Background: an optimization exercise with open tools, aiming at small area. Do not read the settings as production practice. Only simulation tests tie the RTL to the original design; equivalence was not proved. No activity file was given, so power comes from the tool's default toggle rates.

==> flow/design.v (excerpt) <==
module pulse_system (
    input         clk,
    input         reset_n,
    input  [ 1:0] avs_address,
    input         avs_write,
    input  [31:0] avs_writedata,
    output [31:0] avs_readdata,
    output        pulse_out,
    output [ 5:0] led
);
  reg        start_r;    
  reg        start_q;    
  reg        d_nz;       
  reg        w_nz;       
  reg        r_ok;       
  reg [31:0] delay_q;    
  reg [31:0] width_q;    
  reg [31:0] rep_q;      
  wire wr_start = avs_write & (avs_address == 2'd0);
  wire wr_delay = avs_write & (avs_address == 2'd1);
  wire wr_width = avs_write & (avs_address == 2'd2);
  wire wr_rep   = avs_write & (avs_address == 2'd3);
  wire wd_nz    = |avs_writedata;
  always @(posedge clk or negedge reset_n) begin
    if (!reset_n) begin
      start_r <= 1'b0;
      start_q <= 1'b0;
      d_nz    <= 1'b0;
      w_nz    <= 1'b0;
      r_ok    <= 1'b0;
    end else begin
      start_q <= start_r;
      if (wr_start) start_r <= avs_writedata[0];
      if (wr_delay) d_nz <= wd_nz;
      if (wr_width) w_nz <= wd_nz;
      if (wr_rep)   r_ok <= 1'b1;
    end
  end
  always @(posedge clk) begin
    if (wr_delay) delay_q <= avs_writedata;
    if (wr_width) width_q <= avs_writedata;
    if (wr_rep)   rep_q   <= avs_writedata;
  end
  ...
Settings: LEC_CHECK=0, CAP_MARGIN=20, CORE_MARGIN=2, CORE_UTILIZATION=40, SLEW_MARGIN=20; clock period 10.0 ns.
run.sh (not shown) runs the stock make flow with config.mk's settings and CLKGATE_MAP_FILE= SYNTH_SCRIPT=/design/flow/synth_recipe.tcl, a recipe that flattens the netlist after the stock synthesis.
Then changed:
==> flow/flow/run.sh (new file) <==
#!/bin/bash
# Layout flow: the standard synthesis, then its combinational logic re-mapped for area
# (flip-flops kept as they are), then the standard ORFS layout with small port buffers
# and a clock tree without dummy loads. Each tool's output goes to a log_*.log file here.
set -euo pipefail
W=$(pwd)
R=$W/orfs/results/$FLOW_PLATFORM/pulse_system/base
YOSYS=$(command -v yosys || echo "$FLOW_HOME/../tools/install/yosys/bin/yosys")
LIB=$FLOW_HOME/platforms/$FLOW_PLATFORM/lib/sky130_fd_sc_hd__tt_025C_1v80.lib

# 1. standard synthesis
bash standard.sh synth > log_1_synth.log 2>&1
cp "$R/1_2_yosys.v" "$W/std_1_2_yosys.v"

# 2. re-map the combinational logic; keep the standard netlist if this fails
if REMAP_LIB=$LIB REMAP_IN=$W/std_1_2_yosys.v REMAP_OUT=$W/remap_1_2_yosys.v \
   REMAP_SCRIPT=$W/flow/remap.abc REMAP_TOP=$FLOW_TOP \
   "$YOSYS" -c flow/remap.tcl > log_2_remap.log 2>&1; then
  cp "$W/remap_1_2_yosys.v" "$R/1_2_yosys.v"
  rm -f "$R/1_synth.odb" "$R/1_synth.sdc"
  bash standard.sh synth > log_3_synth_odb.log 2>&1
fi

# 3. layout
CTS="-sink_clustering_enable -repair_clock_nets -dont_use_dummy_load -buf_list sky130_fd_sc_hd__clkbuf_4"
bash standard.sh \
  "BUFFER_PORTS_ARGS=-buffer_cell sky130_fd_sc_hd__buf_1" \
  "CTS_ARGS=$CTS" \
  finish > log_4_layout.log 2>&1
==> flow/flow/remap.abc (new file) <==
&get -n
&deepsyn -T 60
&dch -f
&nf -a
&put
topo
==> flow/flow/remap.tcl (new file) <==
# Re-map the combinational logic of a mapped netlist; flip-flop instances are kept as they are.
yosys -import
set lib $::env(REMAP_LIB)
set in  $::env(REMAP_IN)
set out $::env(REMAP_OUT)
set script $::env(REMAP_SCRIPT)
read_verilog $in
read_liberty -ignore_miss_func $lib
# keep every sequential cell (and tie cells) as a black box
set seq {}
set fh [open $in r]; set txt [read $fh]; close $fh
foreach {m c} [regexp -all -inline {(sky130_fd_sc_hd__[a-z0-9_]+)} $txt] {
  if {[regexp {__(df|edf|sdf|dl|sedf|conb)} $c] && [lsearch $seq $c] < 0} { lappend seq $c }
}
foreach c $seq { blackbox $c }
hierarchy -top $::env(REMAP_TOP)
flatten
opt_clean
setundef -zero
abc -script $script -liberty $lib -dont_use *probe* -dont_use *lpflow*
opt_clean -purge
hilomap -singleton -hicell sky130_fd_sc_hd__conb_1 HI -locell sky130_fd_sc_hd__conb_1 LO
insbuf -buf sky130_fd_sc_hd__buf_1 A X
splitnets
opt_clean -purge
stat -liberty $lib
hierarchy -top $::env(REMAP_TOP)
write_verilog -noattr -noexpr -nohex -nodec $out
==> flow/standard.sh (new file) <==
#!/bin/bash
# synth_recipe.tcl (not shown) runs the flow's synth.tcl, then flattens the netlist and writes it again
# the make line also repeats each setting of config.mk as NAME=value (left out here)
make -C /OpenROAD-flow-scripts/flow DESIGN_CONFIG=/design/flow/config.mk WORK_HOME=/design/flow/orfs CLKGATE_MAP_FILE= SYNTH_SCRIPT=/design/flow/synth_recipe.tcl "${@:-finish}"
removed: flow/run.sh
Maximum frequency goes up by 19%.
Sequential share of layout area goes up by 11 points.
Final cell count goes down by about 12%.
Die area goes down by about 8%.
Power goes down by 31%.
Sequential cell count stays the same.
Via count goes down by about 10%.
Cell area goes down by 18%.
Synthesized area goes down by 8.3%.

* * *

Another version of the RTL of pulse_system (not shown whole).
Size in the first run: roughly 470 cells after synthesis.
clock: 10.0 ns
lec_check: 0
cap_margin: 20
core_margin: 2
core_utilization: 70
slew_margin: 20
standard.sh (not shown) runs the stock make flow with config.mk's settings and CLKGATE_MAP_FILE= SYNTH_SCRIPT=/design/flow/synth_recipe.tcl, a recipe that flattens the netlist after the stock synthesis.
==> flow/flow/run.sh <==
#!/bin/bash
# Layout flow: the standard synthesis, then its combinational logic re-mapped for area
# (flip-flops kept as they are, and the result proven equivalent to the standard netlist),
# then the standard ORFS layout with small port buffers and a clock tree without dummy loads.
# Each tool's output goes to a log_*.log file in this folder.
set -euo pipefail
W=$(pwd)
R=$W/orfs/results/$FLOW_PLATFORM/pulse_system/base
YOSYS=$(command -v yosys || echo "$FLOW_HOME/../tools/install/yosys/bin/yosys")
LIB=$FLOW_HOME/platforms/$FLOW_PLATFORM/lib/sky130_fd_sc_hd__tt_025C_1v80.lib

# 1. standard synthesis
bash standard.sh synth > log_1_synth.log 2>&1
cp "$R/1_2_yosys.v" "$W/std_1_2_yosys.v"

# 2. re-map the combinational logic; keep the standard netlist unless the result is proven
#    equivalent and free of generic cells
if REMAP_LIB=$LIB REMAP_IN=$W/std_1_2_yosys.v REMAP_OUT=$W/remap_1_2_yosys.v \
   REMAP_SCRIPT=$W/flow/remap.abc REMAP_TOP=$FLOW_TOP \
   "$YOSYS" -c flow/remap.tcl > log_2_remap.log 2>&1 \
   && EQ_LIB=$LIB EQ_GOLD=$W/std_1_2_yosys.v EQ_GATE=$W/remap_1_2_yosys.v EQ_TOP=$FLOW_TOP \
   "$YOSYS" -c flow/eqcheck.tcl > log_3_eqcheck.log 2>&1; then
  cp "$W/remap_1_2_yosys.v" "$R/1_2_yosys.v"
  rm -f "$R/1_synth.odb" "$R/1_synth.sdc"
  bash standard.sh synth > log_4_synth_odb.log 2>&1
  echo "using the re-mapped netlist"
else
  echo "using the standard netlist"
fi

# 3. layout
CTS="-sink_clustering_enable -repair_clock_nets -dont_use_dummy_load -buf_list sky130_fd_sc_hd__clkbuf_8"
bash standard.sh \
  "BUFFER_PORTS_ARGS=-buffer_cell sky130_fd_sc_hd__buf_1" \
  "CTS_ARGS=$CTS" \
  finish > log_5_layout.log 2>&1
==> flow/flow/eqcheck.tcl <==
# Combinational equivalence of two netlists of the same design whose flip-flops have the same
# names: each cell is read as its liberty function, flip-flop outputs are matched by name and the
# proof is by induction over them.
yosys -import
set lib $::env(EQ_LIB)
read_verilog $::env(EQ_GOLD)
yosys rename $::env(EQ_TOP) gold
read_verilog $::env(EQ_GATE)
yosys rename $::env(EQ_TOP) gate
read_liberty -ignore_miss_func $lib
blackbox sky130_fd_sc_hd__conb_1
flatten gold gate
async2sync
yosys rename -hide w:_*
equiv_make gold gate eq
hierarchy -top eq
equiv_simple
equiv_induct
equiv_status -assert
==> flow/flow/remap.abc <==
&get -n
&deepsyn -T 30
&nf -a -R 1000
&st
&deepsyn -T 30
&nf -a -R 1000
&put
topo
Other scripts of this flow, unchanged in this note and not shown: flow/flow/remap.tcl
The starting point completed without violations.
Edit:
==> flow/flow/run.sh (replaced) <==
#!/bin/bash
# Layout flow: the standard synthesis, then its combinational logic re-mapped for area
# (flip-flops kept as they are), then the standard ORFS layout with small port buffers
# and a clock tree without dummy loads. Each tool's output goes to a log_*.log file here.
set -euo pipefail
W=$(pwd)
R=$W/orfs/results/$FLOW_PLATFORM/pulse_system/base
YOSYS=$(command -v yosys || echo "$FLOW_HOME/../tools/install/yosys/bin/yosys")
LIB=$FLOW_HOME/platforms/$FLOW_PLATFORM/lib/sky130_fd_sc_hd__tt_025C_1v80.lib

# 1. standard synthesis
bash standard.sh synth > log_1_synth.log 2>&1
cp "$R/1_2_yosys.v" "$W/std_1_2_yosys.v"

# 2. re-map the combinational logic; keep the standard netlist if this fails
if REMAP_LIB=$LIB REMAP_IN=$W/std_1_2_yosys.v REMAP_OUT=$W/remap_1_2_yosys.v \
   REMAP_SCRIPT=$W/flow/remap.abc REMAP_TOP=$FLOW_TOP \
   "$YOSYS" -c flow/remap.tcl > log_2_remap.log 2>&1; then
  cp "$W/remap_1_2_yosys.v" "$R/1_2_yosys.v"
  rm -f "$R/1_synth.odb" "$R/1_synth.sdc"
  bash standard.sh synth > log_3_synth_odb.log 2>&1
fi

# 3. layout
CTS="-sink_clustering_enable -repair_clock_nets -dont_use_dummy_load -buf_list sky130_fd_sc_hd__clkbuf_8"
bash standard.sh \
  "BUFFER_PORTS_ARGS=-buffer_cell sky130_fd_sc_hd__buf_1" \
  "CTS_ARGS=$CTS" \
  finish > log_4_layout.log 2>&1
==> flow/flow/remap.abc (replaced) <==
&get -n
&deepsyn -T 60
&dch -f
&nf -a
&put
topo
removed: flow/flow/eqcheck.tcl
=> Via count increases by 2.7%; final cell count increases by 3.1%; synthesized area increases by about 2%; power increases by 1.2%; sequential power increases by about 1%; setup slack improves by 0.17 ns.

[afterwards: timing with drivers on the ports]
Ports are ideal in the flow. The routed layouts listed here were re-timed in OpenROAD.
Step 1, drivers: a clkbuf_16 drives clk and a buf_2 each remaining input, both assumed.
Step 2, shift: input delay + t, output delay - t, t = (earliest + latest rising clock arrival at the registers) / 2. This alone moves slack from input paths to output paths.
Slacks: no drivers / after step 1 / after step 2; pairs: no drivers / after step 1.
run	t, ns	setup WS [ns]	worst setup path at the end	clock arrival spread, ns	worst slew at a driven data input, ns
the first run of note 1	0.457	3.516 / 3.494 / 3.494	input to output	0.009 / 0.009	0.04
the second run of note 1	0.564	4.556 / 4.522 / 4.522	input to output	0.030 / 0.030	0.06
the first run of note 2	0.454	4.508 / 4.488 / 4.488	input to output	0.028 / 0.029	0.04
the second run of note 2	0.469	4.680 / 4.656 / 4.656	input to output	0.043 / 0.043	0.03
After both steps setup and hold are still met in every run listed. The setup slack of the second run of note 1, which loses most, moves by -0.034 ns with the drivers and by -0.034 ns with both steps.
